This is an optimization exercise on Yosys and OpenROAD, whose aim is small area and a short achievable clock period, not a production implementation. RTL that was checked went through simulation tests only; none was proved equivalent to the original. Only the layout flow was run in runs 2 and 3; the RTL was not checked for function there.

==> flow/design.v (outline; a module is shown in full before it is edited, if it fits) <==
// module residual_block: 1055 lines
// module fa3: 4 lines
// module ha2: 4 lines
// module xor2: 3 lines
module residual_block (
    input clk,
    input rst,
    input start,
    output reg done,
    input  signed [127:0] input_tensor,
    input  [7:0]  conv1_weights_flat,
    input  [7:0]  conv1_bias_flat,
    input  [31:0] conv2_weights_flat,
    input  [7:0]  conv2_bias_flat,
    input  [7:0]  conv3_weights_flat,
    input  [7:0]  conv3_bias_flat,
    input  [7:0]  conv_shortcut_weights_flat,
    input  [7:0]  conv_shortcut_bias_flat,
    output reg signed [71:0] output_tensor
);
  // ...
==> flow/flow/run.sh <==
#!/bin/bash
set -euo pipefail
export BUFFER_PORTS_ARGS="-buffer_cell sky130_fd_sc_hd__buf_1"
export SETUP_SLACK_MARGIN=6.7
export TNS_END_PERCENT=0
bash standard.sh > standard_flow.log 2>&1
==> flow/standard.sh <==
#!/bin/bash
# synth_recipe.tcl (not shown) runs the flow's synth.tcl, then flattens the netlist and writes it again
# the make line also repeats each setting of config.mk as NAME=value (left out here)
make -C /OpenROAD-flow-scripts/flow DESIGN_CONFIG=/design/flow/config.mk WORK_HOME=/design/flow/orfs CLKGATE_MAP_FILE= SYNTH_SCRIPT=/design/flow/synth_recipe.tcl "${@:-finish}"
==> flow/config.mk <==
export PLATFORM = sky130hd
export DESIGN_NAME = residual_block
export DESIGN_NICKNAME = residual_block
export VERILOG_FILES = /design/flow/design.v
export SDC_FILE = /design/flow/constraint.sdc
export NUM_CORES = 4
export LEC_CHECK = 0
export CAP_MARGIN = 20
export CORE_MARGIN = 2
export CORE_UTILIZATION = 40
export SLEW_MARGIN = 20
export SYNTH_HIERARCHICAL = 1
==> flow/constraint.sdc <==
create_clock -name core_clock -period 10.0 [get_ports {clk}]
set_input_delay 2.0000 -clock core_clock [delete_from_list [all_inputs] [get_ports {clk}]]
set_output_delay 2.0000 -clock core_clock [all_outputs]
set_load 0.01 [all_outputs]
==> flow_metrics.env, run 1 <==
export IMPL_critPathCaptureType="flip-flop"
export IMPL_r2r_cells=11
export IMPL_io_buffers=291
export IMPL_met2_usage=0.377
export IMPL_hpwl_mm=42.4
export IMPL_pre_cts_ws_ns=6.34
export IMPL_nets=2314
export IMPL_drt_drc_violations_left=0
export IMPL_critPathLaunch="Cp[4]"
export IMPL_yosysWarnings=7
export IMPL_dpl_cell_area_um2=19600
export IMPL_drive_above_1_share=0.0899
export IMPL_wl_met3_mm=3.88
export IMPL_r2r_setup_slack_ns=6.64
export IMPL_crit_fanout=8
export IMPL_grt_pass1_wl_mm=79.4
export IMPL_synth_area_um2=18000
export IMPL_regArea_um2=6400
export IMPL_grt_max_degree=65
export IMPL_ant_nets=0
export IMPL_cp_num_cells=11
export IMPL_drtPass1Iterations=5
export IMPL_worstPathRequired_ns=10.48
export IMPL_hold_viol=0
export IMPL_worstHoldEndpoint="Zr[0]"
export IMPL_postCtsHoldBufs=0
export IMPL_drv_cap=0
export IMPL_yosys_cell_count_top_type="nand2_1"
export IMPL_slowest_delay_ns=0.57
export IMPL_gr_usage_met3=0.0396
export IMPL_cp_top_family="adder cells"
export IMPL_fill_cells=4137
export IMPL_outcome="timing/DRC/antenna clean"
export IMPL_wire_per_inst_um=21.2
export IMPL_clkLatencyLatePin_ns=0.60
export IMPL_synth_edf_count=77
==> inputs of run 2 (changes only) <==
--- a/flow/design.v
+++ b/flow/design.v
@@ -23,56 +23,62 @@
         end else if (!start) begin
             cnt  <= 4'd0;
             done <= 1'b0;
         end else begin
             if (cnt != 4'd11) cnt <= cnt + 4'd1;
             if (cnt == 4'd11) done <= 1'b1;
         end
     end
-    wire [3:0] cnt_n = !start ? 4'd0 : (cnt != 4'd11) ? cnt + 4'd1 : cnt;
+    wire [3:0] cnt_inc = (cnt != 4'd11) ? cnt + 4'd1 : cnt;
     reg [1:0] ohn, own;
     always @(*) begin
-        case (cnt_n)
+        case (cnt_inc)
             4'd0: begin ohn = 2'd0; own = 2'd0; end
             4'd1: begin ohn = 2'd0; own = 2'd1; end
             4'd2: begin ohn = 2'd0; own = 2'd2; end
             4'd3: begin ohn = 2'd1; own = 2'd0; end
             4'd4: begin ohn = 2'd1; own = 2'd1; end
             4'd5: begin ohn = 2'd1; own = 2'd2; end
             4'd6: begin ohn = 2'd2; own = 2'd0; end
             4'd7: begin ohn = 2'd2; own = 2'd1; end
             default: begin ohn = 2'd2; own = 2'd2; end
         endcase
     end
     reg hr0, hr1, hc0, hc1, ohp, owp;
     always @(posedge clk) begin
-        hr0 <= ohn != 2'd0;
-        hr1 <= ohn == 2'd2;
-        hc0 <= own != 2'd0;
-        hc1 <= own == 2'd2;
-        ohp <= ohn[0];
-        owp <= own[0];
+        hr0 <= start & (ohn != 2'd0);
+        hr1 <= start & (ohn == 2'd2);
+        hc0 <= start & (own != 2'd0);
+        hc1 <= start & (own == 2'd2);
+        ohp <= start & ohn[0];
+        owp <= start & own[0];
     end
     reg [7:0] X0, X1, X2, X3, WR0, WR1, WR2, WR3;
     always @(posedge clk) begin
         X0  <= input_tensor[{hr0, 1'b0, hc0, 1'b0}*8 +: 8];
         X1  <= input_tensor[{hr0, 1'b0, hc1, 1'b1}*8 +: 8];
         X2  <= input_tensor[{hr1, 1'b1, hc0, 1'b0}*8 +: 8];
         X3  <= input_tensor[{hr1, 1'b1, hc1, 1'b1}*8 +: 8];
         WR0 <= conv2_weights_flat[{ohp, owp}*8 +: 8];
         WR1 <= conv2_weights_flat[{ohp, ~owp}*8 +: 8];
         WR2 <= conv2_weights_flat[{~ohp, owp}*8 +: 8];
         WR3 <= conv2_weights_flat[{~ohp, ~owp}*8 +: 8];
     end
+    reg first;
+    reg [3:0] xs_i;
+    always @(posedge clk) begin
+        first <= !start;
+        xs_i  <= (cnt_inc >= 4'd9) ? 4'd8 : cnt_inc - 4'd1;
+    end
     reg [7:0] w1r, w3r, wsr;
     always @(posedge clk) begin
         w1r <= conv1_weights_flat;
         w3r <= conv3_weights_flat;
-        wsr <= (cnt == 4'd0) ? conv3_weights_flat : conv_shortcut_weights_flat;
+        wsr <= first ? conv3_weights_flat : conv_shortcut_weights_flat;
     end
     reg [7:0] Zr, swr;
     wire p1 = ~(w1r[0] & w3r[0]);
     wire p2 = ~(w1r[0] & w3r[1]);
     wire p3 = ~(w1r[0] & w3r[2]);
     wire p4 = ~(w1r[0] & w3r[3]);
     wire p5 = ~(w1r[0] & w3r[4]);
     wire p6 = ~(w1r[0] & w3r[5]);
@@ -653,18 +659,17 @@
     xor2 u394 (.a(s392), .b(c343), .y(s394));
     wire s395;
     xor2 u395 (.a(s393), .b(c344), .y(s395));
     wire s396;
     xor2 u396 (.a(s394), .b(s395), .y(s396));
     reg [15:0] S2;
     always @(posedge clk) S2 <= {s396, c345, s345, c324, s344, c323, s324, c306, s323, s306, s291, s280, c273, s273, s269, p233};
     reg [7:0] XS;
-    wire [3:0] js = (cnt >= 4'd9) ? 4'd8 : cnt - 4'd1;
-    always @(posedge clk) XS <= (cnt == 4'd0) ? conv2_bias_flat : input_tensor[js*8 +: 8];
+    always @(posedge clk) XS <= first ? conv2_bias_flat : input_tensor[xs_i*8 +: 8];
     wire s397, c397;
     fa3 u397 (.a(S2[7]), .b(S2[8]), .c(S2[9]), .s(s397), .co(c397));
     wire s398, c398;
     fa3 u398 (.a(S2[10]), .b(S2[11]), .c(S2[12]), .s(s398), .co(c398));
     wire s399, c399;
     fa3 u399 (.a(S2[13]), .b(c397), .c(s398), .s(s399), .co(c399));
     wire s400;
     xor2 u400 (.a(S2[14]), .b(S2[15]), .y(s400));
@@ -718,343 +723,348 @@
     fa3 u439 (.a(p405), .b(p412), .c(p418), .s(s439), .co(c439));
     wire s440, c440;
     fa3 u440 (.a(p423), .b(c438), .c(s439), .s(s440), .co(c440));
     wire s441, c441;
     fa3 u441 (.a(p406), .b(p413), .c(p419), .s(s441), .co(c441));
     wire s442, c442;
     fa3 u442 (.a(p424), .b(p428), .c(c439), .s(s442), .co(c442));
     wire s443, c443;
-    ha2 u443 (.a(s441), .b(c440), .s(s443), .co(c443));
+    fa3 u443 (.a(s441), .b(c440), .c(s442), .s(s443), .co(c443));
     wire s444, c444;
     fa3 u444 (.a(p407), .b(p414), .c(p420), .s(s444), .co(c444));
     wire s445, c445;
     fa3 u445 (.a(p425), .b(p429), .c(p432), .s(s445), .co(c445));
     wire s446, c446;
     fa3 u446 (.a(c441), .b(s444), .c(s445), .s(s446), .co(c446));
     wire s447, c447;
-    fa3 u447 (.a(p408), .b(p415), .c(p421), .s(s447), .co(c447));
+    ha2 u447 (.a(c442), .b(s446), .s(s447), .co(c447));
     wire s448, c448;
-    fa3 u448 (.a(p426), .b(p430), .c(p433), .s(s448), .co(c448));
+    fa3 u448 (.a(p408), .b(p415), .c(p421), .s(s448), .co(c448));
     wire s449, c449;
-    fa3 u449 (.a(p435), .b(c444), .c(c445), .s(s449), .co(c449));
-    wire s450;
-    xor2 u450 (.a(p409), .b(p416), .y(s450));
-    wire s451;
-    xor2 u451 (.a(p422), .b(p427), .y(s451));
-    wire s452;
-    xor2 u452 (.a(p431), .b(p434), .y(s452));
+    fa3 u449 (.a(p426), .b(p430), .c(p433), .s(s449), .co(c449));
+    wire s450, c450;
+    fa3 u450 (.a(p435), .b(c444), .c(c445), .s(s450), .co(c450));
+    wire s451, c451;
+    fa3 u451 (.a(s448), .b(s449), .c(c446), .s(s451), .co(c451));
+    wire s452, c452;
+    ha2 u452 (.a(s450), .b(c447), .s(s452), .co(c452));
     wire s453;
-    xor2 u453 (.a(p436), .b(p437), .y(s453));
+    xor2 u453 (.a(p409), .b(p416), .y(s453));
     wire s454;
-    xor2 u454 (.a(s450), .b(s451), .y(s454));
+    xor2 u454 (.a(p422), .b(p427), .y(s454));
     wire s455;
-    xor2 u455 (.a(s452), .b(s453), .y(s455));
+    xor2 u455 (.a(p431), .b(p434), .y(s455));
     wire s456;
-    xor2 u456 (.a(c447), .b(c448), .y(s456));
+    xor2 u456 (.a(p436), .b(p437), .y(s456));
     wire s457;
-    xor2 u457 (.a(s454), .b(s455), .y(s457));
+    xor2 u457 (.a(s453), .b(s454), .y(s457));
     wire s458;
-    xor2 u458 (.a(s456), .b(s457), .y(s458));
-    reg [15:0] T3;
-    always @(posedge clk) T3 <= {s458, c449, s449, c446, s448, s447, c443, s446, c442, s443, s442, s440, s438, p410, p403, p402};
+    xor2 u458 (.a(s455), .b(s456), .y(s458));
+    wire s459;
+    xor2 u459 (.a(c448), .b(c449), .y(s459));
+    wire s460;
+    xor2 u460 (.a(s457), .b(s458), .y(s460));
+    wire s461;
+    xor2 u461 (.a(s459), .b(s460), .y(s461));
+    wire s462;
+    xor2 u462 (.a(c450), .b(s461), .y(s462));
+    reg [12:0] T3;
+    always @(posedge clk) T3 <= {c452, c451, s462, s452, s451, c443, s447, s443, s440, s438, p410, p403, p402};
     wire [7:0] uadd = (cnt == 4'd1) ? conv3_bias_flat : conv_shortcut_bias_flat;
-    wire p459 = ~(wsr[0] & XS[0]);
-    wire p460 = ~(wsr[0] & XS[1]);
-    wire p461 = ~(wsr[0] & XS[2]);
-    wire p462 = ~(wsr[0] & XS[3]);
-    wire p463 = ~(wsr[0] & XS[4]);
-    wire p464 = ~(wsr[0] & XS[5]);
-    wire p465 = ~(wsr[0] & XS[6]);
-    wire p466 = ~(wsr[0] & XS[7]);
-    wire p467 = ~(wsr[1] & XS[0]);
-    wire p468 = ~(wsr[1] & XS[1]);
-    wire p469 = ~(wsr[1] & XS[2]);
-    wire p470 = ~(wsr[1] & XS[3]);
-    wire p471 = ~(wsr[1] & XS[4]);
-    wire p472 = ~(wsr[1] & XS[5]);
-    wire p473 = ~(wsr[1] & XS[6]);
-    wire p474 = ~(wsr[2] & XS[0]);
-    wire p475 = ~(wsr[2] & XS[1]);
-    wire p476 = ~(wsr[2] & XS[2]);
-    wire p477 = ~(wsr[2] & XS[3]);
-    wire p478 = ~(wsr[2] & XS[4]);
-    wire p479 = ~(wsr[2] & XS[5]);
-    wire p480 = ~(wsr[3] & XS[0]);
-    wire p481 = ~(wsr[3] & XS[1]);
-    wire p482 = ~(wsr[3] & XS[2]);
-    wire p483 = ~(wsr[3] & XS[3]);
-    wire p484 = ~(wsr[3] & XS[4]);
-    wire p485 = ~(wsr[4] & XS[0]);
-    wire p486 = ~(wsr[4] & XS[1]);
-    wire p487 = ~(wsr[4] & XS[2]);
-    wire p488 = ~(wsr[4] & XS[3]);
-    wire p489 = ~(wsr[5] & XS[0]);
-    wire p490 = ~(wsr[5] & XS[1]);
-    wire p491 = ~(wsr[5] & XS[2]);
-    wire p492 = ~(wsr[6] & XS[0]);
-    wire p493 = ~(wsr[6] & XS[1]);
-    wire p494 = ~(wsr[7] & XS[0]);
-    wire n495 = ~uadd[0];
-    wire n496 = ~uadd[1];
-    wire n497 = ~uadd[2];
-    wire n498 = ~uadd[3];
-    wire n499 = ~uadd[4];
-    wire n500 = ~uadd[5];
-    wire n501 = ~uadd[6];
-    wire n502 = ~uadd[7];
-    wire s503, c503;
-    fa3 u503 (.a(p460), .b(p467), .c(n496), .s(s503), .co(c503));
-    wire s504, c504;
-    fa3 u504 (.a(p461), .b(p468), .c(p474), .s(s504), .co(c504));
-    wire s505, c505;
-    ha2 u505 (.a(s504), .b(n497), .s(s505), .co(c505));
-    wire s506, c506;
-    fa3 u506 (.a(p462), .b(p469), .c(p475), .s(s506), .co(c506));
+    wire p463 = ~(wsr[0] & XS[0]);
+    wire p464 = ~(wsr[0] & XS[1]);
+    wire p465 = ~(wsr[0] & XS[2]);
+    wire p466 = ~(wsr[0] & XS[3]);
+    wire p467 = ~(wsr[0] & XS[4]);
+    wire p468 = ~(wsr[0] & XS[5]);
+    wire p469 = ~(wsr[0] & XS[6]);
+    wire p470 = ~(wsr[0] & XS[7]);
+    wire p471 = ~(wsr[1] & XS[0]);
+    wire p472 = ~(wsr[1] & XS[1]);
+    wire p473 = ~(wsr[1] & XS[2]);
+    wire p474 = ~(wsr[1] & XS[3]);
+    wire p475 = ~(wsr[1] & XS[4]);
+    wire p476 = ~(wsr[1] & XS[5]);
+    wire p477 = ~(wsr[1] & XS[6]);
+    wire p478 = ~(wsr[2] & XS[0]);
+    wire p479 = ~(wsr[2] & XS[1]);
+    wire p480 = ~(wsr[2] & XS[2]);
+    wire p481 = ~(wsr[2] & XS[3]);
+    wire p482 = ~(wsr[2] & XS[4]);
+    wire p483 = ~(wsr[2] & XS[5]);
+    wire p484 = ~(wsr[3] & XS[0]);
+    wire p485 = ~(wsr[3] & XS[1]);
+    wire p486 = ~(wsr[3] & XS[2]);
+    wire p487 = ~(wsr[3] & XS[3]);
+    wire p488 = ~(wsr[3] & XS[4]);
+    wire p489 = ~(wsr[4] & XS[0]);
+    wire p490 = ~(wsr[4] & XS[1]);
+    wire p491 = ~(wsr[4] & XS[2]);
+    wire p492 = ~(wsr[4] & XS[3]);
+    wire p493 = ~(wsr[5] & XS[0]);
+    wire p494 = ~(wsr[5] & XS[1]);
+    wire p495 = ~(wsr[5] & XS[2]);
+    wire p496 = ~(wsr[6] & XS[0]);
+    wire p497 = ~(wsr[6] & XS[1]);
+    wire p498 = ~(wsr[7] & XS[0]);
+    wire n499 = ~uadd[0];
+    wire n500 = ~uadd[1];
+    wire n501 = ~uadd[2];
+    wire n502 = ~uadd[3];
+    wire n503 = ~uadd[4];
+    wire n504 = ~uadd[5];
+    wire n505 = ~uadd[6];
+    wire n506 = ~uadd[7];
     wire s507, c507;
-    fa3 u507 (.a(p480), .b(c504), .c(s506), .s(s507), .co(c507));
+    fa3 u507 (.a(p464), .b(p471), .c(n500), .s(s507), .co(c507));
     wire s508, c508;
-    fa3 u508 (.a(s507), .b(n498), .c(c505), .s(s508), .co(c508));
+    fa3 u508 (.a(p465), .b(p472), .c(p478), .s(s508), .co(c508));
     wire s509, c509;
-    fa3 u509 (.a(p463), .b(p470), .c(p476), .s(s509), .co(c509));
+    ha2 u509 (.a(s508), .b(n501), .s(s509), .co(c509));
     wire s510, c510;
-    fa3 u510 (.a(p481), .b(p485), .c(c506), .s(s510), .co(c510));
+    fa3 u510 (.a(p466), .b(p473), .c(p479), .s(s510), .co(c510));
     wire s511, c511;
-    fa3 u511 (.a(s509), .b(c507), .c(s510), .s(s511), .co(c511));
+    fa3 u511 (.a(p484), .b(c508), .c(s510), .s(s511), .co(c511));
     wire s512, c512;
-    ha2 u512 (.a(s511), .b(n499), .s(s512), .co(c512));
+    fa3 u512 (.a(s511), .b(n502), .c(c509), .s(s512), .co(c512));
     wire s513, c513;
-    fa3 u513 (.a(p464), .b(p471), .c(p477), .s(s513), .co(c513));
+    fa3 u513 (.a(p467), .b(p474), .c(p480), .s(s513), .co(c513));
     wire s514, c514;
-    fa3 u514 (.a(p482), .b(p486), .c(p489), .s(s514), .co(c514));
+    fa3 u514 (.a(p485), .b(p489), .c(c510), .s(s514), .co(c514));
     wire s515, c515;
-    fa3 u515 (.a(c509), .b(s513), .c(s514), .s(s515), .co(c515));
+    fa3 u515 (.a(s513), .b(c511), .c(s514), .s(s515), .co(c515));
     wire s516, c516;
-    fa3 u516 (.a(c510), .b(s515), .c(c511), .s(s516), .co(c516));
+    ha2 u516 (.a(s515), .b(n503), .s(s516), .co(c516));
     wire s517, c517;
-    fa3 u517 (.a(s516), .b(n500), .c(c512), .s(s517), .co(c517));
+    fa3 u517 (.a(p468), .b(p475), .c(p481), .s(s517), .co(c517));
     wire s518, c518;
-    fa3 u518 (.a(p465), .b(p472), .c(p478), .s(s518), .co(c518));
+    fa3 u518 (.a(p486), .b(p490), .c(p493), .s(s518), .co(c518));
     wire s519, c519;
-    fa3 u519 (.a(p483), .b(p487), .c(p490), .s(s519), .co(c519));
+    fa3 u519 (.a(c513), .b(s517), .c(s518), .s(s519), .co(c519));
     wire s520, c520;
-    fa3 u520 (.a(p492), .b(c513), .c(c514), .s(s520), .co(c520));
+    fa3 u520 (.a(c514), .b(s519), .c(c515), .s(s520), .co(c520));
     wire s521, c521;
-    fa3 u521 (.a(s518), .b(s519), .c(c515), .s(s521), .co(c521));
+    fa3 u521 (.a(s520), .b(n504), .c(c516), .s(s521), .co(c521));
     wire s522, c522;
-    fa3 u522 (.a(s520), .b(s521), .c(c516), .s(s522), .co(c522));
+    fa3 u522 (.a(p469), .b(p476), .c(p482), .s(s522), .co(c522));
     wire s523, c523;
-    ha2 u523 (.a(n501), .b(s522), .s(s523), .co(c523));
-    wire s524;
-    xor2 u524 (.a(p466), .b(p473), .y(s524));
-    wire s525;
-    xor2 u525 (.a(p479), .b(p484), .y(s525));
-    wire s526;
-    xor2 u526 (.a(p488), .b(p491), .y(s526));
-    wire s527;
-    xor2 u527 (.a(p493), .b(p494), .y(s527));
+    fa3 u523 (.a(p487), .b(p491), .c(p494), .s(s523), .co(c523));
+    wire s524, c524;
+    fa3 u524 (.a(p496), .b(c517), .c(c518), .s(s524), .co(c524));
+    wire s525, c525;
+    fa3 u525 (.a(s522), .b(s523), .c(c519), .s(s525), .co(c525));
+    wire s526, c526;
+    fa3 u526 (.a(s524), .b(s525), .c(c520), .s(s526), .co(c526));
+    wire s527, c527;
+    ha2 u527 (.a(n505), .b(s526), .s(s527), .co(c527));
     wire s528;
-    xor2 u528 (.a(s524), .b(s525), .y(s528));
+    xor2 u528 (.a(p470), .b(p477), .y(s528));
     wire s529;
-    xor2 u529 (.a(s526), .b(s527), .y(s529));
+    xor2 u529 (.a(p483), .b(p488), .y(s529));
     wire s530;
-    xor2 u530 (.a(c518), .b(c519), .y(s530));
+    xor2 u530 (.a(p492), .b(p495), .y(s530));
     wire s531;
-    xor2 u531 (.a(s528), .b(s529), .y(s531));
+    xor2 u531 (.a(p497), .b(p498), .y(s531));
     wire s532;
-    xor2 u532 (.a(s530), .b(s531), .y(s532));
+    xor2 u532 (.a(s528), .b(s529), .y(s532));
     wire s533;
-    xor2 u533 (.a(c520), .b(s532), .y(s533));
+    xor2 u533 (.a(s530), .b(s531), .y(s533));
     wire s534;
-    xor2 u534 (.a(s533), .b(c521), .y(s534));
+    xor2 u534 (.a(c522), .b(c523), .y(s534));
     wire s535;
-    xor2 u535 (.a(s534), .b(n502), .y(s535));
+    xor2 u535 (.a(s532), .b(s533), .y(s535));
     wire s536;
-    xor2 u536 (.a(c522), .b(s535), .y(s536));
+    xor2 u536 (.a(s534), .b(s535), .y(s536));
+    wire s537;
+    xor2 u537 (.a(c524), .b(s536), .y(s537));
+    wire s538;
+    xor2 u538 (.a(s537), .b(c525), .y(s538));
+    wire s539;
+    xor2 u539 (.a(s538), .b(n506), .y(s539));
+    wire s540;
+    xor2 u540 (.a(c526), .b(s539), .y(s540));
     reg [12:0] U3;
-    always @(posedge clk) U3 <= {s536, c523, c517, s523, s517, c508, s512, s508, c503, s505, s503, n495, p459};
-    wire p537 = ~(Zr[0] & swr[0]);
-    wire p538 = ~(Zr[0] & swr[1]);
-    wire p539 = ~(Zr[0] & swr[2]);
-    wire p540 = ~(Zr[0] & swr[3]);
-    wire p541 = ~(Zr[0] & swr[4]);
-    wire p542 = ~(Zr[0] & swr[5]);
-    wire p543 = ~(Zr[0] & swr[6]);
-    wire p544 = ~(Zr[0] & swr[7]);
-    wire p545 = ~(Zr[1] & swr[0]);
-    wire p546 = ~(Zr[1] & swr[1]);
-    wire p547 = ~(Zr[1] & swr[2]);
-    wire p548 = ~(Zr[1] & swr[3]);
-    wire p549 = ~(Zr[1] & swr[4]);
-    wire p550 = ~(Zr[1] & swr[5]);
-    wire p551 = ~(Zr[1] & swr[6]);
-    wire p552 = ~(Zr[2] & swr[0]);
-    wire p553 = ~(Zr[2] & swr[1]);
-    wire p554 = ~(Zr[2] & swr[2]);
-    wire p555 = ~(Zr[2] & swr[3]);
-    wire p556 = ~(Zr[2] & swr[4]);
-    wire p557 = ~(Zr[2] & swr[5]);
-    wire p558 = ~(Zr[3] & swr[0]);
-    wire p559 = ~(Zr[3] & swr[1]);
-    wire p560 = ~(Zr[3] & swr[2]);
-    wire p561 = ~(Zr[3] & swr[3]);
-    wire p562 = ~(Zr[3] & swr[4]);
-    wire p563 = ~(Zr[4] & swr[0]);
-    wire p564 = ~(Zr[4] & swr[1]);
-    wire p565 = ~(Zr[4] & swr[2]);
-    wire p566 = ~(Zr[4] & swr[3]);
-    wire p567 = ~(Zr[5] & swr[0]);
-    wire p568 = ~(Zr[5] & swr[1]);
-    wire p569 = ~(Zr[5] & swr[2]);
-    wire p570 = ~(Zr[6] & swr[0]);
-    wire p571 = ~(Zr[6] & swr[1]);
-    wire p572 = ~(Zr[7] & swr[0]);
-    wire s573, c573;
-    fa3 u573 (.a(U3[0]), .b(U3[1]), .c(p537), .s(s573), .co(c573));
-    wire s574, c574;
-    fa3 u574 (.a(U3[2]), .b(p538), .c(p545), .s(s574), .co(c574));
-    wire s575, c575;
-    fa3 u575 (.a(U3[3]), .b(U3[4]), .c(p539), .s(s575), .co(c575));
-    wire s576, c576;
-    fa3 u576 (.a(p546), .b(p552), .c(c574), .s(s576), .co(c576));
+    always @(posedge clk) U3 <= {s540, c527, c521, s527, s521, c512, s516, s512, c507, s509, s507, n499, p463};
+    wire p541 = ~(Zr[0] & swr[0]);
+    wire p542 = ~(Zr[0] & swr[1]);
+    wire p543 = ~(Zr[0] & swr[2]);
+    wire p544 = ~(Zr[0] & swr[3]);
+    wire p545 = ~(Zr[0] & swr[4]);
+    wire p546 = ~(Zr[0] & swr[5]);
+    wire p547 = ~(Zr[0] & swr[6]);
+    wire p548 = ~(Zr[0] & swr[7]);
+    wire p549 = ~(Zr[1] & swr[0]);
+    wire p550 = ~(Zr[1] & swr[1]);
+    wire p551 = ~(Zr[1] & swr[2]);
+    wire p552 = ~(Zr[1] & swr[3]);
+    wire p553 = ~(Zr[1] & swr[4]);
+    wire p554 = ~(Zr[1] & swr[5]);
+    wire p555 = ~(Zr[1] & swr[6]);
+    wire p556 = ~(Zr[2] & swr[0]);
+    wire p557 = ~(Zr[2] & swr[1]);
+    wire p558 = ~(Zr[2] & swr[2]);
+    wire p559 = ~(Zr[2] & swr[3]);
+    wire p560 = ~(Zr[2] & swr[4]);
+    wire p561 = ~(Zr[2] & swr[5]);
+    wire p562 = ~(Zr[3] & swr[0]);
+    wire p563 = ~(Zr[3] & swr[1]);
+    wire p564 = ~(Zr[3] & swr[2]);
+    wire p565 = ~(Zr[3] & swr[3]);
+    wire p566 = ~(Zr[3] & swr[4]);
+    wire p567 = ~(Zr[4] & swr[0]);
+    wire p568 = ~(Zr[4] & swr[1]);
+    wire p569 = ~(Zr[4] & swr[2]);
+    wire p570 = ~(Zr[4] & swr[3]);
+    wire p571 = ~(Zr[5] & swr[0]);
+    wire p572 = ~(Zr[5] & swr[1]);
+    wire p573 = ~(Zr[5] & swr[2]);
+    wire p574 = ~(Zr[6] & swr[0]);
+    wire p575 = ~(Zr[6] & swr[1]);
+    wire p576 = ~(Zr[7] & swr[0]);
     wire s577, c577;
-    fa3 u577 (.a(U3[5]), .b(p540), .c(p547), .s(s577), .co(c577));
+    fa3 u577 (.a(U3[0]), .b(U3[1]), .c(p541), .s(s577), .co(c577));
     wire s578, c578;
-    fa3 u578 (.a(p553), .b(p558), .c(c575), .s(s578), .co(c578));
+    fa3 u578 (.a(U3[2]), .b(p542), .c(p549), .s(s578), .co(c578));
     wire s579, c579;
-    fa3 u579 (.a(s577), .b(c576), .c(s578), .s(s579), .co(c579));
+    fa3 u579 (.a(U3[3]), .b(U3[4]), .c(p543), .s(s579), .co(c579));
     wire s580, c580;
-    fa3 u580 (.a(U3[6]), .b(U3[7]), .c(p541), .s(s580), .co(c580));
+    fa3 u580 (.a(p550), .b(p556), .c(c578), .s(s580), .co(c580));
     wire s581, c581;
-    fa3 u581 (.a(p548), .b(p554), .c(p559), .s(s581), .co(c581));
+    fa3 u581 (.a(U3[5]), .b(p544), .c(p551), .s(s581), .co(c581));
     wire s582, c582;
-    fa3 u582 (.a(p563), .b(c577), .c(s580), .s(s582), .co(c582));
+    fa3 u582 (.a(p557), .b(p562), .c(c579), .s(s582), .co(c582));
     wire s583, c583;
-    fa3 u583 (.a(s581), .b(c578), .c(s582), .s(s583), .co(c583));
+    fa3 u583 (.a(s581), .b(c580), .c(s582), .s(s583), .co(c583));
     wire s584, c584;
-    fa3 u584 (.a(U3[8]), .b(p542), .c(p549), .s(s584), .co(c584));
+    fa3 u584 (.a(U3[6]), .b(U3[7]), .c(p545), .s(s584), .co(c584));
     wire s585, c585;
-    fa3 u585 (.a(p555), .b(p560), .c(p564), .s(s585), .co(c585));
+    fa3 u585 (.a(p552), .b(p558), .c(p563), .s(s585), .co(c585));
     wire s586, c586;
-    fa3 u586 (.a(p567), .b(c580), .c(c581), .s(s586), .co(c586));
+    fa3 u586 (.a(p567), .b(c581), .c(s584), .s(s586), .co(c586));
     wire s587, c587;
-    fa3 u587 (.a(s584), .b(s585), .c(c582), .s(s587), .co(c587));
+    fa3 u587 (.a(s585), .b(c582), .c(s586), .s(s587), .co(c587));
     wire s588, c588;
-    fa3 u588 (.a(s586), .b(c583), .c(s587), .s(s588), .co(c588));
+    fa3 u588 (.a(U3[8]), .b(p546), .c(p553), .s(s588), .co(c588));
     wire s589, c589;
-    fa3 u589 (.a(U3[9]), .b(U3[10]), .c(p543), .s(s589), .co(c589));
+    fa3 u589 (.a(p559), .b(p564), .c(p568), .s(s589), .co(c589));
     wire s590, c590;
-    fa3 u590 (.a(p550), .b(p556), .c(p561), .s(s590), .co(c590));
+    fa3 u590 (.a(p571), .b(c584), .c(c585), .s(s590), .co(c590));
     wire s591, c591;
-    fa3 u591 (.a(p565), .b(p568), .c(p570), .s(s591), .co(c591));
+    fa3 u591 (.a(s588), .b(s589), .c(c586), .s(s591), .co(c591));
     wire s592, c592;
-    fa3 u592 (.a(c584), .b(c585), .c(s589), .s(s592), .co(c592));
+    fa3 u592 (.a(s590), .b(c587), .c(s591), .s(s592), .co(c592));
     wire s593, c593;
-    fa3 u593 (.a(s590), .b(s591), .c(c586), .s(s593), .co(c593));
+    fa3 u593 (.a(U3[9]), .b(U3[10]), .c(p547), .s(s593), .co(c593));
     wire s594, c594;
-    fa3 u594 (.a(s592), .b(c587), .c(s593), .s(s594), .co(c594));
-    wire s595;
-    xor2 u595 (.a(U3[11]), .b(U3[12]), .y(s595));
-    wire s596;
-    xor2 u596 (.a(p544), .b(p551), .y(s596));
-    wire s597;
-    xor2 u597 (.a(p557), .b(p562), .y(s597));
-    wire s598;
-    xor2 u598 (.a(p566), .b(p569), .y(s598));
+    fa3 u594 (.a(p554), .b(p560), .c(p565), .s(s594), .co(c594));
+    wire s595, c595;
+    fa3 u595 (.a(p569), .b(p572), .c(p574), .s(s595), .co(c595));
+    wire s596, c596;
+    fa3 u596 (.a(c588), .b(c589), .c(s593), .s(s596), .co(c596));
+    wire s597, c597;
+    fa3 u597 (.a(s594), .b(s595), .c(c590), .s(s597), .co(c597));
+    wire s598, c598;
+    fa3 u598 (.a(s596), .b(c591), .c(s597), .s(s598), .co(c598));
     wire s599;
-    xor2 u599 (.a(p571), .b(p572), .y(s599));
+    xor2 u599 (.a(U3[11]), .b(U3[12]), .y(s599));
     wire s600;
-    xor2 u600 (.a(s595), .b(s596), .y(s600));
+    xor2 u600 (.a(p548), .b(p555), .y(s600));
     wire s601;
-    xor2 u601 (.a(s597), .b(s598), .y(s601));
+    xor2 u601 (.a(p561), .b(p566), .y(s601));
     wire s602;
-    xor2 u602 (.a(s599), .b(c589), .y(s602));
+    xor2 u602 (.a(p570), .b(p573), .y(s602));
     wire s603;
-    xor2 u603 (.a(c590), .b(c591), .y(s603));
+    xor2 u603 (.a(p575), .b(p576), .y(s603));
     wire s604;
-    xor2 u604 (.a(s600), .b(s601), .y(s604));
+    xor2 u604 (.a(s599), .b(s600), .y(s604));
     wire s605;
-    xor2 u605 (.a(s602), .b(s603), .y(s605));
+    xor2 u605 (.a(s601), .b(s602), .y(s605));
     wire s606;
-    xor2 u606 (.a(s604), .b(s605), .y(s606));
+    xor2 u606 (.a(s603), .b(c593), .y(s606));
     wire s607;
-    xor2 u607 (.a(c592), .b(s606), .y(s607));
+    xor2 u607 (.a(c594), .b(c595), .y(s607));
     wire s608;
-    xor2 u608 (.a(c593), .b(s607), .y(s608));
+    xor2 u608 (.a(s604), .b(s605), .y(s608));
+    wire s609;
+    xor2 u609 (.a(s606), .b(s607), .y(s609));
+    wire s610;
+    xor2 u610 (.a(s608), .b(s609), .y(s610));
+    wire s611;
+    xor2 u611 (.a(c596), .b(s610), .y(s611));
+    wire s612;
+    xor2 u612 (.a(c597), .b(s611), .y(s612));
     reg [12:0] Cp;
-    always @(posedge clk) if (cnt == 4'd2) Cp <= {c594, s608, s594, c588, s588, s583, c579, s579, s576, s575, s574, c573, s573};
-    wire s609, c609;
-    fa3 u609 (.a(T3[1]), .b(T3[2]), .c(Cp[1]), .s(s609), .co(c609));
-    wire s610, c610;
-    fa3 u610 (.a(T3[3]), .b(Cp[3]), .c(Cp[4]), .s(s610), .co(c610));
-    wire s611, c611;
-    fa3 u611 (.a(T3[4]), .b(Cp[5]), .c(c610), .s(s611), .co(c611));
-    wire s612, c612;
-    fa3 u612 (.a(T3[5]), .b(T3[6]), .c(Cp[6]), .s(s612), .co(c612));
+    always @(posedge clk) if (cnt == 4'd2) Cp <= {c598, s612, s598, c592, s592, s587, c583, s583, s580, s579, s578, c577, s577};
     wire s613, c613;
-    fa3 u613 (.a(Cp[7]), .b(s612), .c(c611), .s(s613), .co(c613));
+    fa3 u613 (.a(T3[1]), .b(T3[2]), .c(Cp[1]), .s(s613), .co(c613));
     wire s614, c614;
-    fa3 u614 (.a(T3[7]), .b(T3[8]), .c(T3[9]), .s(s614), .co(c614));
+    fa3 u614 (.a(T3[3]), .b(Cp[3]), .c(Cp[4]), .s(s614), .co(c614));
     wire s615, c615;
-    fa3 u615 (.a(Cp[8]), .b(c612), .c(s614), .s(s615), .co(c615));
+    fa3 u615 (.a(T3[4]), .b(Cp[5]), .c(c614), .s(s615), .co(c615));
     wire s616, c616;
-    fa3 u616 (.a(T3[10]), .b(T3[11]), .c(T3[12]), .s(s616), .co(c616));
+    fa3 u616 (.a(T3[5]), .b(Cp[6]), .c(Cp[7]), .s(s616), .co(c616));
     wire s617, c617;
-    fa3 u617 (.a(T3[13]), .b(Cp[9]), .c(Cp[10]), .s(s617), .co(c617));
+    fa3 u617 (.a(T3[6]), .b(T3[7]), .c(Cp[8]), .s(s617), .co(c617));
     wire s618, c618;
-    fa3 u618 (.a(c614), .b(s616), .c(s617), .s(s618), .co(c618));
-    wire s619;
-    xor2 u619 (.a(T3[14]), .b(T3[15]), .y(s619));
+    fa3 u618 (.a(T3[8]), .b(T3[9]), .c(Cp[9]), .s(s618), .co(c618));
+    wire s619, c619;
+    fa3 u619 (.a(Cp[10]), .b(c617), .c(s618), .s(s619), .co(c619));
     wire s620;
-    xor2 u620 (.a(Cp[11]), .b(Cp[12]), .y(s620));
+    xor2 u620 (.a(T3[10]), .b(T3[11]), .y(s620));
     wire s621;
-    xor2 u621 (.a(s619), .b(s620), .y(s621));
+    xor2 u621 (.a(T3[12]), .b(Cp[11]), .y(s621));
     wire s622;
-    xor2 u622 (.a(c616), .b(c617), .y(s622));
+    xor2 u622 (.a(Cp[12]), .b(s620), .y(s622));
     wire s623;
-    xor2 u623 (.a(s621), .b(s622), .y(s623));
-    wire s624, c624;
-    fa3 u624 (.a(T3[0]), .b(Cp[0]), .c(U3[0]), .s(s624), .co(c624));
+    xor2 u623 (.a(s621), .b(c618), .y(s623));
+    wire s624;
+    xor2 u624 (.a(s622), .b(s623), .y(s624));
     wire s625, c625;
-    fa3 u625 (.a(Cp[2]), .b(U3[2]), .c(c624), .s(s625), .co(c625));
+    fa3 u625 (.a(T3[0]), .b(Cp[0]), .c(U3[0]), .s(s625), .co(c625));
     wire s626, c626;
-    fa3 u626 (.a(U3[3]), .b(U3[4]), .c(c609), .s(s626), .co(c626));
+    fa3 u626 (.a(Cp[2]), .b(U3[2]), .c(c625), .s(s626), .co(c626));
     wire s627, c627;
-    fa3 u627 (.a(s610), .b(c625), .c(s626), .s(s627), .co(c627));
+    fa3 u627 (.a(U3[3]), .b(U3[4]), .c(c613), .s(s627), .co(c627));
     wire s628, c628;
-    fa3 u628 (.a(U3[5]), .b(c626), .c(s611), .s(s628), .co(c628));
+    fa3 u628 (.a(s614), .b(c626), .c(s627), .s(s628), .co(c628));
     wire s629, c629;
-    fa3 u629 (.a(U3[6]), .b(U3[7]), .c(s613), .s(s629), .co(c629));
+    fa3 u629 (.a(U3[5]), .b(c627), .c(s615), .s(s629), .co(c629));
     wire s630, c630;
-    fa3 u630 (.a(U3[8]), .b(s615), .c(c613), .s(s630), .co(c630));
+    fa3 u630 (.a(U3[6]), .b(U3[7]), .c(s616), .s(s630), .co(c630));
     wire s631, c631;
-    fa3 u631 (.a(U3[9]), .b(U3[10]), .c(c615), .s(s631), .co(c631));
+    fa3 u631 (.a(c615), .b(s630), .c(c629), .s(s631), .co(c631));
     wire s632, c632;
-    fa3 u632 (.a(s618), .b(s631), .c(c630), .s(s632), .co(c632));
-    wire s633;
-    xor2 u633 (.a(U3[11]), .b(U3[12]), .y(s633));
-    wire s634;
-    xor2 u634 (.a(s633), .b(s623), .y(s634));
-    wire s635;
-    xor2 u635 (.a(c618), .b(s634), .y(s635));
+    fa3 u632 (.a(U3[8]), .b(c616), .c(s617), .s(s632), .co(c632));
+    wire s633, c633;
+    fa3 u633 (.a(c630), .b(s632), .c(c631), .s(s633), .co(c633));
+    wire s634, c634;
+    fa3 u634 (.a(U3[9]), .b(U3[10]), .c(c632), .s(s634), .co(c634));
+    wire s635, c635;
+    fa3 u635 (.a(s619), .b(s634), .c(c633), .s(s635), .co(c635));
     wire s636;
-    xor2 u636 (.a(s635), .b(c631), .y(s636));
-    wire [7:0] T_a = {s623, c615, s615, s613, s611, c609, Cp[2], T3[0]};
-    wire [7:0] T_b = {c618, s618, c613, 1'b0, 1'b0, s610, s609, Cp[0]};
+    xor2 u636 (.a(U3[11]), .b(U3[12]), .y(s636));
+    wire s637;
+    xor2 u637 (.a(s636), .b(s624), .y(s637));
+    wire s638;
+    xor2 u638 (.a(c619), .b(s637), .y(s638));
+    wire s639;
+    xor2 u639 (.a(s638), .b(c634), .y(s639));
+    wire [7:0] T_a = {s624, s619, c616, s616, s615, c613, Cp[2], T3[0]};
+    wire [7:0] T_b = {c619, 1'b0, s617, c615, 1'b0, s614, s613, Cp[0]};
     wire [7:0] T = 8'd2 - T_a - T_b;
-    wire [7:0] TU_a = {s636, s632, c629, c628, c627, s627, s609, U3[1]};
-    wire [7:0] TU_b = {c632, 1'b0, s630, s629, s628, 1'b0, s625, s624};
+    wire [7:0] TU_a = {s639, s635, s633, s631, c628, s628, s613, U3[1]};
+    wire [7:0] TU_b = {c635, 1'b0, 1'b0, 1'b0, s629, 1'b0, s626, s625};
     wire [7:0] TU = 8'd2 - TU_a - TU_b;
     wire [7:0] Um1_a = {U3[11], U3[9], U3[8], U3[6], U3[5], U3[3], U3[2], U3[0]};
     wire [7:0] Um1_b = {U3[12], U3[10], 1'b0, U3[7], 1'b0, U3[4], 1'b0, U3[1]};
     wire [7:0] Um1 = 8'd255 - Um1_a - Um1_b;
     wire [7:0] O = T[7] ? Um1 : TU;
-    wire done_n = start && (done || cnt == 4'd11);
     reg shift;
-    always @(posedge clk) shift <= !done_n && cnt_n >= 4'd4;
+    always @(posedge clk) shift <= start & !done & (cnt != 4'd11) & (cnt_inc >= 4'd4);
     always @(posedge clk) output_tensor[71:64] <= O;
     always @(posedge clk)
         if (shift) output_tensor[63:0] <= output_tensor[71:8];
 endmodule
 module fa3 (input a, input b, input c, output s, output co);
     assign s  = a ^ b ^ c;
     assign co = (a & b) | (a & c) | (b & c);
 endmodule
==> flow/flow/run.sh (replaced) <==
#!/bin/bash
set -euo pipefail
export BUFFER_PORTS_ARGS="-buffer_cell sky130_fd_sc_hd__buf_1"
export SETUP_SLACK_MARGIN=7.0
bash standard.sh > standard_flow.log 2>&1
==> run 2 against run 1 <==
Still clean. Clock skew is 0.023 ns lower. Sequential cell count grew 2. Critical path depth is the same. Via count fell by 1.3%. Global-route usage is 3.0 points lower. Non-clock buffer count is 84 higher. Cell count grew 0.37%. First-iteration DRC count fell by 8.4%. Worst hold slack worse by 0.0060 ns. Largest cell class unchanged. Highest routed layer is now met4.
==> flow_metrics.env, run 2 <==
export IMPL_hold_class="flip-flop to flip-flop"
export IMPL_slowest_delay_ns=0.57
export IMPL_io_buffers=291
export IMPL_setup_violations=0
export IMPL_multiInputGateArea_um2=11300
export IMPL_die_w_um=216
export IMPL_regArea_um2=6600
export IMPL_antenna_cells=0
export IMPL_synth_seq_cells=282
export IMPL_setup_tns_final_ns=0
export IMPL_fin_crit_sh=0.368
export IMPL_max_freq_mhz=272
export IMPL_dieHeight_um=216
export IMPL_crit_path_top_delay_cell="fa_2"
export IMPL_drtPass1Iterations=5
export IMPL_hold_viol=0
export IMPL_synth_flop_cell="dfxtp_1"
export IMPL_regMostFlops="output_tensor"
export IMPL_slew_violations=0
export IMPL_synth_distinct_cells=54
export IMPL_worstPathRequired_ns=10.44
export IMPL_cts_buffers=30
export IMPL_hold_ws_ns=0.374
export IMPL_largest_register_ffs=72
export IMPL_cp_buffers_inverters=0
export IMPL_track_usage=0.195
export IMPL_synth_fa_ha_area_frac=0.262
export IMPL_start_util=0.406
export IMPL_fill_cells=3998
export IMPL_wl_mm=45.7
export IMPL_avgSynthCellArea_um2=12.2
export IMPL_grt_max_degree=65
export IMPL_finalClockSkew_ns=0.0125
export IMPL_drtIter0Drc=676
export IMPL_drv_cap=0
export IMPL_synth_edf_count=77
export IMPL_row_count=77
export IMPL_area_growth_pct=22.5
export IMPL_synth_area_top_cells="dfxtp_1 22%, fa_1 22%, edfxtp_1 13%"
export IMPL_synth_top_family_by_area="adder cells"
export IMPL_yosys_area_top_type="dfxtp_1"
export IMPL_drt_drc_violations_left=0
export IMPL_worstSetupPathType="flip-flop to flip-flop"
export IMPL_clockBufferDepth=3
export IMPL_vias=12501
export IMPL_worst_slack_ns=6.32
export IMPL_core_um2=44300
export IMPL_ant_nets=0
export IMPL_cts_tree="done"
export IMPL_hpwl_mm=36.8
export IMPL_synthesis_nets=1954
export IMPL_synthMuxAreaShare=0.142
export IMPL_tightest_slew_ns=1.01
export IMPL_clock_sinks=282
export IMPL_die_area_um2=46700
export IMPL_synth_area_um2=18000
export IMPL_pre_cts_ws_ns=6.22
export IMPL_place_congestion=0.923
export IMPL_crit_path_start_kind="flip-flop"
export IMPL_vias_per_cell=5.08
export IMPL_postCtsHoldBufs=0
export IMPL_critPathCaptureType="flip-flop"
export IMPL_crit_fanout=3
export IMPL_overflow=0
export IMPL_rsz0062_at_grt="true"
export IMPL_yosysWarnings=7
export IMPL_grt_pass1_wl_mm=71.2
export IMPL_ys_seq_area_frac=0.358
export IMPL_nets=2320
export IMPL_min_period_ns=3.68
export IMPL_cp_cell_sequence="fa_2 -> fa_2 -> fa_2 -> fa_2 -> fa_2 -> fa_2 -> ha_4 -> a21oi_2 -> o21ai_1 -> xnor2_1 -> mux2i_1"
export IMPL_final_cell_mix="311 x nand2_1, 217 x buf_1, 159 x fa_1, 139 x dfxtp_1, 130 x xor2_1"
export IMPL_yosys_top_cells_count="317 x nand2_1, 200 x dfxtp_1, 198 x fa_1, 133 x xor2_1, 104 x inv_1"
export IMPL_final_common_cell="nand2_1"
export IMPL_grt_antenna_before_repair=0
export IMPL_relSlewSlack=0.305
export IMPL_crit_arrival_ns=4.11
export IMPL_ys_async_sr_fraction=0.0177
export IMPL_cts_root_buf="clkbuf_16"
export IMPL_reg_top3="output_tensor x72, S2 x16, Z1 x16"
export IMPL_cts_htree_levels=1
export IMPL_ios=292
export IMPL_synth_cells=1477
export IMPL_outcome="timing/DRC/antenna clean"
export IMPL_stdcell_count=2459
export IMPL_yosysTopAreaCellShare=0.223
export IMPL_place_inst=2310
export IMPL_clkTransAtPathRegs_ns=0.06
export IMPL_grt_pass1_vias=13552
export IMPL_clkLatencyLatePin_ns=0.57
export IMPL_synth_xor_area_frac=0.0808
export IMPL_wire_per_inst_um=18.6
export IMPL_synth_compound_area_frac=0.0293
export IMPL_cp_top_family="adder cells"
export IMPL_synth_simple_area_share=0.0925
export IMPL_drive_above_1_share=0.253
export IMPL_yosys_cell_count_top_type="nand2_1"
export IMPL_cpMostUsedCell="fa_2"
## run 2: logic make-up (layout without fill, tap and decap cells)
kind of cell,after synthesis,count (layout)
xor gates and xnor gates,163,163
muxes,134,134
and+or+nand+nor,403,403
adders and majority gates,258,258
DFF,282,282
AOI/OAI and AO/OA,79,79
buffers and inverters,158,548
## run 2: worst reg2reg max path, stage by stage, from the launching register on
cell,delay [ns]
edfxtp_1,0.39
fa_2,0.37
fa_2,0.45
fa_2,0.38
fa_2,0.36
fa_2,0.35
fa_2,0.57
ha_4,0.21
a21oi_2,0.11
o21ai_1,0.09
xnor2_1,0.18
mux2i_1,0.08
## run 2: worst paths after layout
check / from / endpoint / slack [ns] / cells after the start
max: Cp[3] / output_tensor[71] / 6.32 / 11
min: Z1[0] / Zr[0] / 0.37 / 1
max reg2reg: Cp[3] / output_tensor[71] / 6.32 / 11
min reg2reg: Z1[0] / Zr[0] / 0.37 / 1
max in group asynchronous: rst / cnt[3] / 8.55 / 2
min in group asynchronous: rst / cnt[0] / 1.29 / 2
## run 2: repair_timing
item                                    4_1_cts  5_1_grt
endpoints found under the setup margin      103       97
buffers inserted                             67       26
hold endpoints to repair                      0        0
resized for setup                           137      104
pin swaps                                    23       34
## run 2: layout make-up
| class | count | share of cell area |
|---|---|---|
| inverters | 104 | 0.0177 |
| clock buffers | 36 | 0.0370 |
| well taps | 592 | 0.0336 |
| repair buffers | 388 | 0.0909 |
| multi-input cells | 1037 | 0.514 |
| clock inverters | 20 | 0.00784 |
| flip-flops and latches | 282 | 0.299 |
## run 2: per-layer routing
layer	wire length (um)	track usage	part of all wire	vias up
li1	-	-	-	5658
met1	17800	0.234	0.39	6229
met2	23000	0.345	0.50	522
met3	3100	0.0338	0.068	92
met4	1840	0.0836	0.040	0
met5	0	0	0	-
## run 2: modules after synthesis, one instance, submodules excluded
module	cells	cell area, um^2
fa3	1	20.0
ha2	1	12.5
residual_block	1170	13200
xor2	1	8.76
## run 2: stage by stage
stage          area (um^2)   util
2_1_floorplan        18200      -
3_3_place_gp         19700  0.445
3_5_place_dp         19700  0.445
4_1_cts              21600  0.487
5_1_grt              22000  0.497
6_report             22000  0.497
==> inputs of run 3 (changes only) <==
==> flow/flow/run.sh (replaced) <==
#!/bin/bash
set -euo pipefail
export BUFFER_PORTS_ARGS="-buffer_cell sky130_fd_sc_hd__buf_1"
export SETUP_SLACK_MARGIN=6.7
export TNS_END_PERCENT=0
bash standard.sh > standard_flow.log 2>&1
==> run 3 against run 2 <==
Non-clock buffer count fell by 93. Final area down 5.6%. Via count fell by 3.0%. Global-route usage barely moved. Synthesized cell count unchanged. Register-to-register slack improved by 0.04 ns. Clock skew rose by 0.013 ns. Core utilization fell by 2.8 points. Largest cell class unchanged.
==> flow_metrics.env, run 3 <==
export IMPL_drt_drc_violations_left=0
export IMPL_avgSynthCellArea_um2=12.2
export IMPL_stdcell_count=2368
export IMPL_fill_cells=4132
export IMPL_drv_cap=0
export IMPL_synth_cells=1477
export IMPL_hold_start="Z1[0]"
export IMPL_reg_top3="output_tensor x72, S2 x16, Z1 x16"
export IMPL_synth_simple_area_share=0.0925
export IMPL_cts_htree_levels=1
export IMPL_drive_above_1_share=0.102
export IMPL_synth_area_um2=18000
export IMPL_max_freq_mhz=275
export IMPL_clockBufferDepth=3
export IMPL_area_growth_pct=15.6
export IMPL_yosys_top_cells_count="317 x nand2_1, 200 x dfxtp_1, 198 x fa_1, 133 x xor2_1, 104 x inv_1"
export IMPL_crit_path_top_delay_cell="fa_2"
export IMPL_overflow=0
export IMPL_synthesis_nets=1954
export IMPL_antenna_cells=0
export IMPL_row_count=77
export IMPL_synth_top_family_by_area="adder cells"
export IMPL_postCtsHoldBufs=0
export IMPL_die_w_um=216
export IMPL_place_inst=2309
export IMPL_setup_violations=0
export IMPL_cts_buffers=31
export IMPL_grt_pass1_wl_mm=70.5
export IMPL_final_common_cell="nand2_1"
export IMPL_wire_per_inst_um=19.1
export IMPL_tightest_slew_ns=0.966
export IMPL_wl_mm=45.1
export IMPL_drtIter0Drc=764
export IMPL_place_congestion=0.958
export IMPL_nets=2228
export IMPL_vias=12130
export IMPL_final_cell_mix="317 x nand2_1, 291 x buf_1, 195 x dfxtp_1, 191 x fa_1, 133 x xor2_1"
export IMPL_hold_class="flip-flop to flip-flop"
export IMPL_cp_top_family="adder cells"
export IMPL_synth_area_top_cells="dfxtp_1 22%, fa_1 22%, edfxtp_1 13%"
export IMPL_yosysTopAreaCellShare=0.223
export IMPL_ys_async_sr_fraction=0.0177
export IMPL_core_um2=44300
export IMPL_synth_fa_ha_area_frac=0.262
export IMPL_ant_nets=0
export IMPL_cts_root_buf="clkbuf_16"
export IMPL_multiInputGateArea_um2=11000
export IMPL_cp_cell_sequence="fa_2 -> fa_2 -> fa_2 -> fa_2 -> fa_2 -> fa_2 -> ha_4 -> a21oi_1 -> o21ai_1 -> xnor2_1 -> mux2i_1"
export IMPL_synth_distinct_cells=54
export IMPL_ios=292
export IMPL_worstPathRequired_ns=10.45
export IMPL_cp_buffers_inverters=0
export IMPL_cp_num_cells=11
export IMPL_start_util=0.406
export IMPL_fin_crit_sh=0.364
export IMPL_rr_endpoint="output_tensor[71]"
export IMPL_crit_fanout=3
export IMPL_largest_register_ffs=72
export IMPL_cts_tree="done"
export IMPL_slew_violations=0
export IMPL_yosysWarnings=7
export IMPL_synth_seq_cells=282
export IMPL_clkTransAtPathRegs_ns=0.06
export IMPL_rsz0062_at_grt="true"
export IMPL_synthMuxAreaShare=0.142
export IMPL_setup_tns_final_ns=0
export IMPL_track_usage=0.195
export IMPL_hold_viol=0
export IMPL_slowest_delay_ns=0.57
export IMPL_die_area_um2=46700
export IMPL_worstHoldEndpoint="Zr[0]"
export IMPL_io_buffers=291
export IMPL_crit_path_start_kind="flip-flop"
export IMPL_yosys_cell_count_top_type="nand2_1"
export IMPL_ys_seq_area_frac=0.358
export IMPL_synth_flop_cell="dfxtp_1"
export IMPL_crit_arrival_ns=4.08
export IMPL_dieHeight_um=216
export IMPL_finalClockSkew_ns=0.0252
export IMPL_cpMostUsedCell="fa_2"
export IMPL_grt_pass1_vias=12986
export IMPL_hold_depth=1
export IMPL_synth_xor_area_frac=0.0808
export IMPL_min_period_ns=3.64
export IMPL_relSlewSlack=0.337
export IMPL_critPathCaptureType="flip-flop"
export IMPL_regMostFlops="output_tensor"
export IMPL_clock_sinks=282
export IMPL_synth_compound_area_frac=0.0293
export IMPL_drtPass1Iterations=5
export IMPL_regArea_um2=6450
export IMPL_grt_antenna_before_repair=0
export IMPL_vias_per_cell=5.12
export IMPL_r2r_setup_slack_ns=6.36
export IMPL_clkLatencyLatePin_ns=0.57
export IMPL_outcome="timing/DRC/antenna clean"
export IMPL_yosys_area_top_type="dfxtp_1"
export IMPL_r2r_start="Cp[4]"
export IMPL_r2r_cells=11
export IMPL_hpwl_mm=37.2
export IMPL_synth_edf_count=77
export IMPL_grt_max_degree=65
export IMPL_worstSetupPathType="flip-flop to flip-flop"
==> run 3: cell counts after synthesis <==
Identical to the previous run, type by type.
==> run 3: metrics by stage <==
step / hold slack, ns / cell area (um^2) / utilization / setup WS [ns]
3_3_place_gp: 0.354 / 19600 / 0.443 / 6.23
5_1_grt: 0.387 / 20800 / 0.469 / 6.20
6_report: 0.365 / 20800 / 0.469 / 6.36
2_1_floorplan: 0.338 / 18000 / - / 6.35
3_5_place_dp: 0.351 / 19600 / 0.443 / 6.21
4_1_cts: 0.366 / 20800 / 0.469 / 6.38
==> run 3: layout make-up <==
class | instances | share of cell area
Inverter | 104 | 0.0188
Clock inverter | 14 | 0.00806
Tap cell | 592 | 0.0356
Timing Repair Buffer | 295 | 0.0540
Multi-Input combinational cell | 1037 | 0.527
Sequential cell | 282 | 0.310
Clock buffer | 44 | 0.0467
==> run 3: cell families after synthesis <==
| kind of cell | Yosys count |
|---|---|
| adders and majority gates | 258 |
| buffers and inverters | 158 |
| and+or+nand+nor | 403 |
| DFF | 282 |
| muxes | 134 |
| AOI/OAI and AO/OA | 79 |
| xor gates and xnor gates | 163 |
==> run 3: timing repair <==
action,CTS,global route
cloned,0,0
endpoints found under the setup margin,11,17
pin swaps,4,0
gates resized for setup,3,0
setup buffers,1,0
==> run 3: metal layers <==
layer  vias to the layer above  part of all wire  track usage
met5                         -                 0            0
met4                         0             0.042       0.0842
met3                        96             0.071       0.0344
met2                       512              0.49        0.340
met1                      6049              0.40        0.237
li1                       5473                 -            -
==> run 3: worst max path at each step <==
stage | startpoint | slack [ns] | endpoint
after global routing | Cp[4] | 6.20 | output_tensor[71]
after CTS | Cp[4] | 6.38 | output_tensor[71]
after floorplan | Cp[3] | 6.35 | output_tensor[71]
after detailed placement | Cp[3] | 6.21 | output_tensor[71]
after global placement | Cp[3] | 6.23 | output_tensor[71]
final | Cp[4] | 6.36 | output_tensor[71]
==> run 3: per-module statistics from Yosys, one instance, submodules excluded <==
module | flops+latches | copies in the design | area, um^2 | cells inside
xor2 | 0 | 121 | 8.76 | 1
residual_block | 282 | 1 | 13200 | 1170
ha2 | 0 | 5 | 12.5 | 1
fa3 | 0 | 181 | 20.0 | 1

## re-timing with driven ports
The flow's constraints put no driver on any port. The routed layouts listed below were extracted and timed again, unchanged, in two steps.
Step 1: set_driving_cell puts a clkbuf_16 on clk and a buf_2 on each other input, an assumption about the parent block.
Step 2, shift: input delay + t, output delay - t, t = (earliest + latest rising clock arrival at the registers) / 2. This alone moves slack from input paths to output paths.
Three values: no drivers, after step 1, after step 2; two values: the first two.
run	shift t [ns]	setup WS [ns]	clock arrival spread, ns	slew at the worst register clock pin (ns)
run 1	0.639	6.643 / 6.643 / 6.373	0.035 / 0.035	0.07 / 0.07
run 2	0.622	6.325 / 6.325 / 6.325	0.014 / 0.014	0.07 / 0.07
run 3	0.619	6.363 / 6.363 / 6.344	0.028 / 0.028	0.06 / 0.06
After both steps setup and hold are still met in every run listed. For run 1, which loses most, drivers alone change the setup slack by 0.000 ns; drivers and shift together by -0.270 ns.
